From an optimization exercise on the open Yosys and OpenROAD flow, aimed at small area, a short achievable clock period and few clock cycles; shortcuts taken in it are not production practice.
The RTL was checked by simulation tests, not by an equivalence proof against the original design.
Power and IR drop assume default switching activity.

==> xenon: inputs <==
==> flow/design.v <==
`timescale 1ns / 1ps
module  RV32core(
        input clk,                   
        input rst,                   
        output[29:0] imem_addr,      
        input [31:0] imem_data,      
        output[29:0] dmem_addr,      
        output       dmem_we,        
        output[3:0]  dmem_wstrb,     
        output[31:0] dmem_wdata,     
        input [31:0] dmem_rdata      
	);
    reg [29:0] pc;                   
    reg        d_valid;              
    reg [31:0] d_inst;
    reg [29:0] d_pc;
    reg        d_fp;                 
    reg        e_valid;              
    reg [31:0] e_a, e_b, e_c;        
    reg [1:0]  e_fa, e_fb, e_fc;     
    reg [4:0]  e_rd;
    reg        e_wr;                 
    reg [2:0]  e_f3;                 
    reg [2:0]  e_sz;                 
    reg        e_sub;                
    reg        e_sra;                
    reg        e_sgn;                
    reg        e_br, e_pred, e_jalr, e_link, e_load, e_store;
    reg [31:0] m_res;                
    reg [31:0] m_wdata;
    reg [3:0]  m_wstrb;
    reg        m_we;
    reg [4:0]  m_rd;
    reg        m_wr, m_load;
    reg [2:0]  m_f3;
    reg [31:0] w_val;                
    reg [4:0]  w_rd;
    reg        w_wr;
    reg [31:1] rf_v;                 
    reg [31:0] rf [1:31];
    wire [4:0] d_rs1 = d_inst[19:15];
    wire [4:0] d_rs2 = d_inst[24:20];
    reg [31:0] rf_r1, rf_r2;
    integer i;
    always @* begin
        rf_r1 = 32'd0;
        rf_r2 = 32'd0;
        for (i = 1; i < 32; i = i + 1) begin
            rf_r1 = rf_r1 | ({32{d_rs1 == i[4:0] && rf_v[i]}} & rf[i]);
            rf_r2 = rf_r2 | ({32{d_rs2 == i[4:0] && rf_v[i]}} & rf[i]);
        end
    end
    genvar g;
    generate
        for (g = 1; g < 32; g = g + 1) begin : RF
            always @(posedge clk)
                if (w_wr && w_rd == g) rf[g] <= w_val;
        end
    endgenerate
    always @(posedge clk or posedge rst)
        if (rst) rf_v <= 31'd0;
        else if (w_wr) rf_v <= rf_v | (31'd1 << (w_rd - 5'd1));
    wire [6:0] op = d_inst[6:0];
    wire [2:0] f3 = d_inst[14:12];
    wire [4:0] rd = d_inst[11:7];
    wire is_lui   = op[6:2] == 5'b01101;
    wire is_auipc = op[6:2] == 5'b00101;
    wire is_jal   = op[6:2] == 5'b11011;
    wire is_jalr  = op[6:2] == 5'b11001;
    wire is_br    = op[6:2] == 5'b11000;
    wire is_load  = op[6:2] == 5'b00000;
    wire is_store = op[6:2] == 5'b01000;
    wire is_opi   = op[6:2] == 5'b00100;
    wire is_op    = op[6:2] == 5'b01100;
    wire use1 = ~(is_lui | is_auipc | is_jal);
    wire use2 = is_op | is_br | is_store;
    wire wr   = ~(is_br | is_store) & (rd != 5'd0);
    wire [31:0] imm_i = {{20{d_inst[31]}}, d_inst[31:20]};
    wire [31:0] imm_s = {{20{d_inst[31]}}, d_inst[31:25], d_inst[11:7]};
    wire [31:0] imm_b = {{20{d_inst[31]}}, d_inst[7], d_inst[30:25], d_inst[11:8], 1'b0};
    wire [31:0] imm_u = {d_inst[31:12], 12'b0};
    wire [31:0] imm_j = {{12{d_inst[31]}}, d_inst[19:12], d_inst[20], d_inst[30:21], 1'b0};
    wire [31:0] imm_pc = is_br ? imm_b : is_jal ? imm_j : imm_u;
    wire [29:0] d_tgt  = d_pc + imm_pc[31:2];
    wire [29:0] d_pc1  = d_pc + 30'd1;
    wire bpred = is_br & d_fp;               
    wire pred  = is_jal | bpred;
    wire [29:0] d_jtgt = d_pc + imm_j[31:2];
    wire byp1 = w_wr && w_rd == d_rs1;
    wire byp2 = w_wr && w_rd == d_rs2;
    wire [31:0] rs1v = byp1 ? w_val : rf_r1;
    wire [31:0] rs2v = byp2 ? w_val : rf_r2;
    wire f1m = e_valid && e_wr && e_rd == d_rs1;
    wire f1w = m_wr && m_rd == d_rs1;
    wire f2m = e_valid && e_wr && e_rd == d_rs2;
    wire f2w = m_wr && m_rd == d_rs2;
    wire stall = d_valid && e_valid && e_load && e_wr &&
                 ((use1 && e_rd == d_rs1) || (use2 && e_rd == d_rs2));
    wire [31:0] A = e_fa[0] ? m_res : e_fa[1] ? w_val : e_a;
    wire [31:0] B = e_fb[0] ? m_res : e_fb[1] ? w_val : e_b;
    wire [31:0] C = e_fc[0] ? m_res : e_fc[1] ? w_val : e_c;
    wire [31:0] Bx  = B ^ {32{e_sub}};
    wire [32:0] sum = {1'b0, A} + {1'b0, Bx} + {32'd0, e_sub};
    wire        eq  = A == B;
    wire        lt  = {A[31] ^ e_sgn, A[30:0]} < {B[31] ^ e_sgn, B[30:0]};
    wire        shl = ~e_f3[2];
    wire [31:0] A_rev;
    generate
        for (g = 0; g < 32; g = g + 1) begin : REV_A
            assign A_rev[g] = A[31 - g];
        end
    endgenerate
    wire [31:0] sh_in = shl ? A_rev : A;
    wire        sh_f  = e_sra & ~shl & A[31];
    wire [31:0] sh_1  = B[0] ? {sh_f,        sh_in[31:1]} : sh_in;
    wire [31:0] sh_2  = B[1] ? {{2{sh_f}},  sh_1[31:2]}  : sh_1;
    wire [31:0] sh_4  = B[2] ? {{4{sh_f}},  sh_2[31:4]}  : sh_2;
    wire [31:0] sh_8  = B[3] ? {{8{sh_f}},  sh_4[31:8]}  : sh_4;
    wire [31:0] sh_r  = B[4] ? {{16{sh_f}}, sh_8[31:16]} : sh_8;
    wire [31:0] sh_out;
    generate
        for (g = 0; g < 32; g = g + 1) begin : REV_S
            assign sh_out[g] = shl ? sh_r[31 - g] : sh_r[g];
        end
    endgenerate
    reg [31:0] alu;
    always @* begin
        case (e_f3)
            3'b000: alu = sum[31:0];
            3'b001: alu = sh_out;
            3'b010: alu = {31'd0, lt};
            3'b011: alu = {31'd0, lt};
            3'b100: alu = A ^ B;
            3'b101: alu = sh_out;
            3'b110: alu = A | B;
            default: alu = A & B;
        endcase
    end
    wire [31:0] e_res = e_link ? C : alu;
    wire taken = (e_f3[2] ? lt : eq) ^ e_f3[0];
    wire        redirect = e_valid && (e_jalr || (e_br && (taken != e_pred)));
    wire [29:0] e_tgt    = e_jalr ? sum[31:2] : C[31:2];
    wire [1:0] ea = sum[1:0];
    wire [3:0] st_strb = e_sz[1:0] == 2'b00 ? (4'b0001 << ea) :
                         e_sz[1:0] == 2'b01 ? (ea[1] ? 4'b1100 : 4'b0011) : 4'b1111;
    wire [31:0] st_data = e_sz[1:0] == 2'b00 ? {4{C[7:0]}} :
                          e_sz[1:0] == 2'b01 ? {2{C[15:0]}} : C;
    wire [1:0]  mo = m_res[1:0];
    wire [7:0]  ld_b = mo[1] ? (mo[0] ? dmem_rdata[31:24] : dmem_rdata[23:16])
                             : (mo[0] ? dmem_rdata[15:8]  : dmem_rdata[7:0]);
    wire [15:0] ld_h = mo[1] ? dmem_rdata[31:16] : dmem_rdata[15:0];
    wire [31:0] ld   = m_f3[1:0] == 2'b00 ? {{24{~m_f3[2] & ld_b[7]}}, ld_b} :
                       m_f3[1:0] == 2'b01 ? {{16{~m_f3[2] & ld_h[15]}}, ld_h} : dmem_rdata;
    assign imem_addr  = pc;
    assign dmem_addr  = m_res[31:2];
    assign dmem_we    = m_we;
    assign dmem_wstrb = m_wstrb;
    assign dmem_wdata = m_wdata;
    wire d_redirect = d_valid && is_jal && !stall;
    wire        f_bb   = imem_data[6:0] == 7'b1100011 && imem_data[31];
    wire [9:0]  f_off  = {imem_data[7], imem_data[30:25], imem_data[11:9]};
    wire [9:0]  kp0 = pc[9:0] ^ f_off, kg0 = pc[9:0] & f_off;
    wire [9:0]  kp1 = {kp0[9:1] & kp0[8:0], kp0[0]};
    wire [9:0]  kg1 = {kg0[9:1] | (kp0[9:1] & kg0[8:0]), kg0[0]};
    wire [9:0]  kp2 = {kp1[9:2] & kp1[7:0], kp1[1:0]};
    wire [9:0]  kg2 = {kg1[9:2] | (kp1[9:2] & kg1[7:0]), kg1[1:0]};
    wire [9:0]  kp3 = {kp2[9:4] & kp2[5:0], kp2[3:0]};
    wire [9:0]  kg3 = {kg2[9:4] | (kp2[9:4] & kg2[5:0]), kg2[3:0]};
    wire [9:0]  kg4 = {kg3[9:8] | (kp3[9:8] & kg3[1:0]), kg3[7:0]};
    wire [10:0] f_lo = {kg4[9], kp0 ^ {kg4[8:0], 1'b0}};
    wire        f_fp   = f_bb && f_lo[10];
    wire [29:0] f_tgt  = {pc[29:10], f_lo[9:0]};
    wire [29:0] pc_nb  = redirect ? e_tgt : stall ? pc : d_redirect ? d_jtgt : pc + 30'd1;
    wire        f_take = f_fp && !redirect && !stall && !d_redirect;
    always @(posedge clk or posedge rst) begin
        if (rst) begin
            pc      <= 30'd0;
            d_valid <= 1'b0;
            e_valid <= 1'b0;
            m_we    <= 1'b0;
            m_wr    <= 1'b0;
            w_wr    <= 1'b0;
        end else begin
            pc      <= f_take ? f_tgt : pc_nb;
            d_valid <= !(redirect || d_redirect) && (stall ? d_valid : 1'b1);
            e_valid <= d_valid && !stall && !redirect;
            m_we    <= e_valid && e_store;
            m_wr    <= e_valid && e_wr;
            w_wr    <= m_wr;
        end
    end
    always @(posedge clk) begin
        if (!stall) begin
            d_inst <= imem_data;
            d_pc   <= pc;
            d_fp   <= f_fp;
        end
        e_a   <= (is_lui | is_auipc | is_jal) ? 32'd0 : rs1v;
        e_b   <= is_op | is_br ? rs2v :
                 is_store      ? imm_s :
                 is_lui        ? imm_u :
                 is_auipc      ? {d_tgt, 2'b00} : imm_i;
        e_c   <= is_store ? rs2v :
                 is_br    ? {(bpred ? d_pc1 : d_tgt), 2'b00} : {d_pc1, 2'b00};
        e_fa  <= {f1w & ~f1m & use1, f1m & use1};
        e_fb  <= {f2w & ~f2m & (is_op | is_br), f2m & (is_op | is_br)};
        e_fc  <= {f2w & ~f2m & is_store, f2m & is_store};
        e_rd  <= rd;
        e_wr  <= wr;
        e_f3  <= (is_op | is_opi | is_br) ? f3 : 3'b000;
        e_sz  <= f3;
        e_sub <= is_op & d_inst[30] & f3 == 3'b000;
        e_sgn <= is_br ? ~f3[1] : ~f3[0];
        e_sra <= d_inst[30];
        e_br  <= is_br;
        e_pred <= pred;
        e_jalr <= is_jalr;
        e_link <= is_jal | is_jalr;
        e_load <= is_load;
        e_store <= is_store;
        m_res   <= e_res;
        m_wdata <= st_data;
        m_wstrb <= st_strb;
        m_rd    <= e_rd;
        m_load  <= e_load;
        m_f3    <= e_sz;
        w_val <= m_load ? ld : m_res;
        w_rd  <= m_rd;
    end
endmodule
==> flow/flow/run.sh <==
#!/bin/bash
set -euo pipefail
bash standard.sh SETUP_SLACK_MARGIN=8.5 TNS_END_PERCENT=20 \
    "BUFFER_PORTS_ARGS=-buffer_cell sky130_fd_sc_hd__buf_4" \
    finish > standard_flow.log 2>&1
==> flow/standard.sh <==
#!/bin/bash
# synth_recipe.tcl (not shown) runs the flow's synth.tcl, then flattens the netlist and writes it again
# the make line also repeats each setting of config.mk as NAME=value (left out here)
make -C /OpenROAD-flow-scripts/flow DESIGN_CONFIG=/design/flow/config.mk WORK_HOME=/design/flow/orfs CLKGATE_MAP_FILE= SYNTH_SCRIPT=/design/flow/synth_recipe.tcl "${@:-finish}"
==> flow/config.mk <==
export PLATFORM = sky130hd
export DESIGN_NAME = RV32core
export DESIGN_NICKNAME = RV32core
export VERILOG_FILES = /design/flow/design.v
export SDC_FILE = /design/flow/constraint.sdc
export NUM_CORES = 4
export LEC_CHECK = 0
export CAP_MARGIN = 20
export CORE_MARGIN = 2
export CORE_UTILIZATION = 55
export SLEW_MARGIN = 20
==> flow/constraint.sdc <==
create_clock -name core_clock -period 13.0 [get_ports {clk}]
set_input_delay 2.6000 -clock core_clock [delete_from_list [all_inputs] [get_ports {clk}]]
set_output_delay 2.6000 -clock core_clock [all_outputs]
set_load 0.01 [all_outputs]
==> inputs of tundra, as changes to xenon <==
--- a/flow/design.v
+++ b/flow/design.v
@@ -19,4 +19,6 @@
     reg [31:0] e_a, e_b, e_c;        
     reg [1:0]  e_fa, e_fb, e_fc;     
+    reg [4:0]  e_sh;                 
+    reg [1:0]  e_fs;                 
     reg [4:0]  e_rd;
     reg        e_wr;                 
@@ -75,4 +77,5 @@
     wire use1 = ~(is_lui | is_auipc | is_jal);
     wire use2 = is_op | is_br | is_store;
+    wire is_shift = (is_op | is_opi) & f3[1:0] == 2'b01;
     wire wr   = ~(is_br | is_store) & (rd != 5'd0);
     wire [31:0] imm_i = {{20{d_inst[31]}}, d_inst[31:20]};
@@ -100,4 +103,5 @@
     wire [31:0] B = e_fb[0] ? m_res : e_fb[1] ? w_val : e_b;
     wire [31:0] C = e_fc[0] ? m_res : e_fc[1] ? w_val : e_c;
+    wire [4:0]  S = e_fs[0] ? m_res[4:0] : e_fs[1] ? w_val[4:0] : e_sh;
     wire [31:0] Bx  = B ^ {32{e_sub}};
     wire [32:0] sum = {1'b0, A} + {1'b0, Bx} + {32'd0, e_sub};
@@ -113,9 +117,9 @@
     wire [31:0] sh_in = shl ? A_rev : A;
     wire        sh_f  = e_sra & ~shl & A[31];
-    wire [31:0] sh_1  = B[0] ? {sh_f,        sh_in[31:1]} : sh_in;
-    wire [31:0] sh_2  = B[1] ? {{2{sh_f}},  sh_1[31:2]}  : sh_1;
-    wire [31:0] sh_4  = B[2] ? {{4{sh_f}},  sh_2[31:4]}  : sh_2;
-    wire [31:0] sh_8  = B[3] ? {{8{sh_f}},  sh_4[31:8]}  : sh_4;
-    wire [31:0] sh_r  = B[4] ? {{16{sh_f}}, sh_8[31:16]} : sh_8;
+    wire [31:0] sh_1  = S[0] ? {sh_f,        sh_in[31:1]} : sh_in;
+    wire [31:0] sh_2  = S[1] ? {{2{sh_f}},  sh_1[31:2]}  : sh_1;
+    wire [31:0] sh_4  = S[2] ? {{4{sh_f}},  sh_2[31:4]}  : sh_2;
+    wire [31:0] sh_8  = S[3] ? {{8{sh_f}},  sh_4[31:8]}  : sh_4;
+    wire [31:0] sh_r  = S[4] ? {{16{sh_f}}, sh_8[31:16]} : sh_8;
     wire [31:0] sh_out;
     generate
@@ -158,17 +162,11 @@
     assign dmem_wdata = m_wdata;
     wire d_redirect = d_valid && is_jal && !stall;
-    wire        f_bb   = imem_data[6:0] == 7'b1100011 && imem_data[31];
-    wire [9:0]  f_off  = {imem_data[7], imem_data[30:25], imem_data[11:9]};
-    wire [9:0]  kp0 = pc[9:0] ^ f_off, kg0 = pc[9:0] & f_off;
-    wire [9:0]  kp1 = {kp0[9:1] & kp0[8:0], kp0[0]};
-    wire [9:0]  kg1 = {kg0[9:1] | (kp0[9:1] & kg0[8:0]), kg0[0]};
-    wire [9:0]  kp2 = {kp1[9:2] & kp1[7:0], kp1[1:0]};
-    wire [9:0]  kg2 = {kg1[9:2] | (kp1[9:2] & kg1[7:0]), kg1[1:0]};
-    wire [9:0]  kp3 = {kp2[9:4] & kp2[5:0], kp2[3:0]};
-    wire [9:0]  kg3 = {kg2[9:4] | (kp2[9:4] & kg2[5:0]), kg2[3:0]};
-    wire [9:0]  kg4 = {kg3[9:8] | (kp3[9:8] & kg3[1:0]), kg3[7:0]};
-    wire [10:0] f_lo = {kg4[9], kp0 ^ {kg4[8:0], 1'b0}};
-    wire        f_fp   = f_bb && f_lo[10];
-    wire [29:0] f_tgt  = {pc[29:10], f_lo[9:0]};
+    wire        f_bb   = imem_data[6:0] == 7'b1100011 && imem_data[31] &&
+                         imem_data[7] && imem_data[30:27] == 4'b1111;
+    wire [4:0]  f_off  = {imem_data[26:25], imem_data[11:9]};
+    wire [5:0]  f_lo   = {1'b0, pc[4:0]} + {1'b0, f_off};
+    wire [24:0] pc_hm1 = pc[29:5] - 25'd1;
+    wire        f_fp   = f_bb;
+    wire [29:0] f_tgt  = {f_lo[5] ? pc[29:5] : pc_hm1, f_lo[4:0]};
     wire [29:0] pc_nb  = redirect ? e_tgt : stall ? pc : d_redirect ? d_jtgt : pc + 30'd1;
     wire        f_take = f_fp && !redirect && !stall && !d_redirect;
@@ -206,4 +204,6 @@
         e_fb  <= {f2w & ~f2m & (is_op | is_br), f2m & (is_op | is_br)};
         e_fc  <= {f2w & ~f2m & is_store, f2m & is_store};
+        e_sh  <= !is_shift ? 5'd0 : is_op ? rs2v[4:0] : d_inst[24:20];
+        e_fs  <= {f2w & ~f2m & is_op & is_shift, f2m & is_op & is_shift};
         e_rd  <= rd;
         e_wr  <= wr;
==> flow/flow/run.sh (replaced) <==
#!/bin/bash
set -euo pipefail
bash standard.sh SETUP_SLACK_MARGIN=9.4 TNS_END_PERCENT=20 \
    "BUFFER_PORTS_ARGS=-buffer_cell sky130_fd_sc_hd__buf_4" \
    finish > standard_flow.log 2>&1
- CTS_CLUSTER_DIAMETER: unset -> 120
- CTS_CLUSTER_SIZE: unset -> 24
==> run summary <==
Post-synthesis sequential area ratio: xenon 54.5%; tundra 54.0%
Met2 routed wirelength: xenon 132,000 um; tundra 138,000 um
Fraction of standard cell area in multi-input logic: xenon 38.1%; tundra 40.5%
Insertion delay of the later-clocked pin in the worst-skew pair: xenon 0.82 ns; tundra 0.77 ns
Crit path setup slack, layout: xenon 8.07 ns; tundra 8.64 ns
Status: xenon timing/DRC/antenna clean; tundra timing/DRC/antenna clean
Switching power total: xenon 5.65 mW; tundra 5.59 mW
Power in the clock group: xenon 4.32 mW; tundra 2.58 mW
Die span in x: xenon 360 um; tundra 362 um
Drt total wl: xenon 353,000 um; tundra 367,000 um
CTS sink cnt: xenon 1,356; tundra 1,363
Portion of netlist area occupied by mux cells: xenon 5.00%; tundra 4.99%
Combined buffer and inverter count along the critical path: xenon 1; tundra 4
Adder and majority cell fraction of the synthesized area: xenon 3.63%; tundra 3.53%
Total power of the final layout: xenon 15.2 mW; tundra 13.9 mW
Logic power comb: xenon 4.59 mW; tundra 4.91 mW
Non-Filler Instances: xenon 7,958; tundra 8,122
Complex-gate fraction of the synthesized area: xenon 21.1%; tundra 21.0%
Post-Synthesis Net Count: xenon 6,370; tundra 6,531
Leakage power summed over all cells: xenon 28.2 nW; tundra 28.5 nW
Wire length of the first global-routing pass: xenon 471,000 um; tundra 490,000 um
Area used by multi-input combinational logic: xenon 30,200 um2; tundra 32,700 um2
Proportion of netlist area held by the largest area contributor: xenon 45.3%; tundra 44.7%
Worst EP arrival: xenon 5.48 ns; tundra 4.98 ns
Max Fclk: xenon 203 MHz; tundra 229 MHz
Starting density of the core: xenon 55.5%; tundra 55.4%
Testbench counts of xenon, summed over its fixed seeds: cycles 99,919.
Testbench counts of tundra, summed over its fixed seeds: cycles 99,919.

-- afterwards: timing with drivers on the ports --
No port has a modelled driver above. Below, the same layouts with a new extraction and two added sets of constraints. Step 1 sets driving cells, clkbuf_16 on the clock port and buf_2 on the other inputs (assumed; they add their load-dependent delay and slew). Step 2, shift: input delay + t, output delay - t, t = (earliest + latest rising clock arrival at the registers) / 2. This alone moves slack from input paths to output paths. Slacks: ideal / step 1 / step 2; pairs: ideal / step 1.
| run | t, ns | setup slack, ns | worst data-port slew with drivers (ns) |
|---|---|---|---|
| xenon | 0.879 | 8.067 / 8.067 / 7.757 | 0.06 |
| tundra | 0.832 | 8.639 / 8.639 / 8.110 | 0.05 |
After both steps setup and hold are still met in every run listed. For tundra, which loses most, drivers alone change the setup slack by 0.000 ns; drivers and shift together by -0.529 ns.
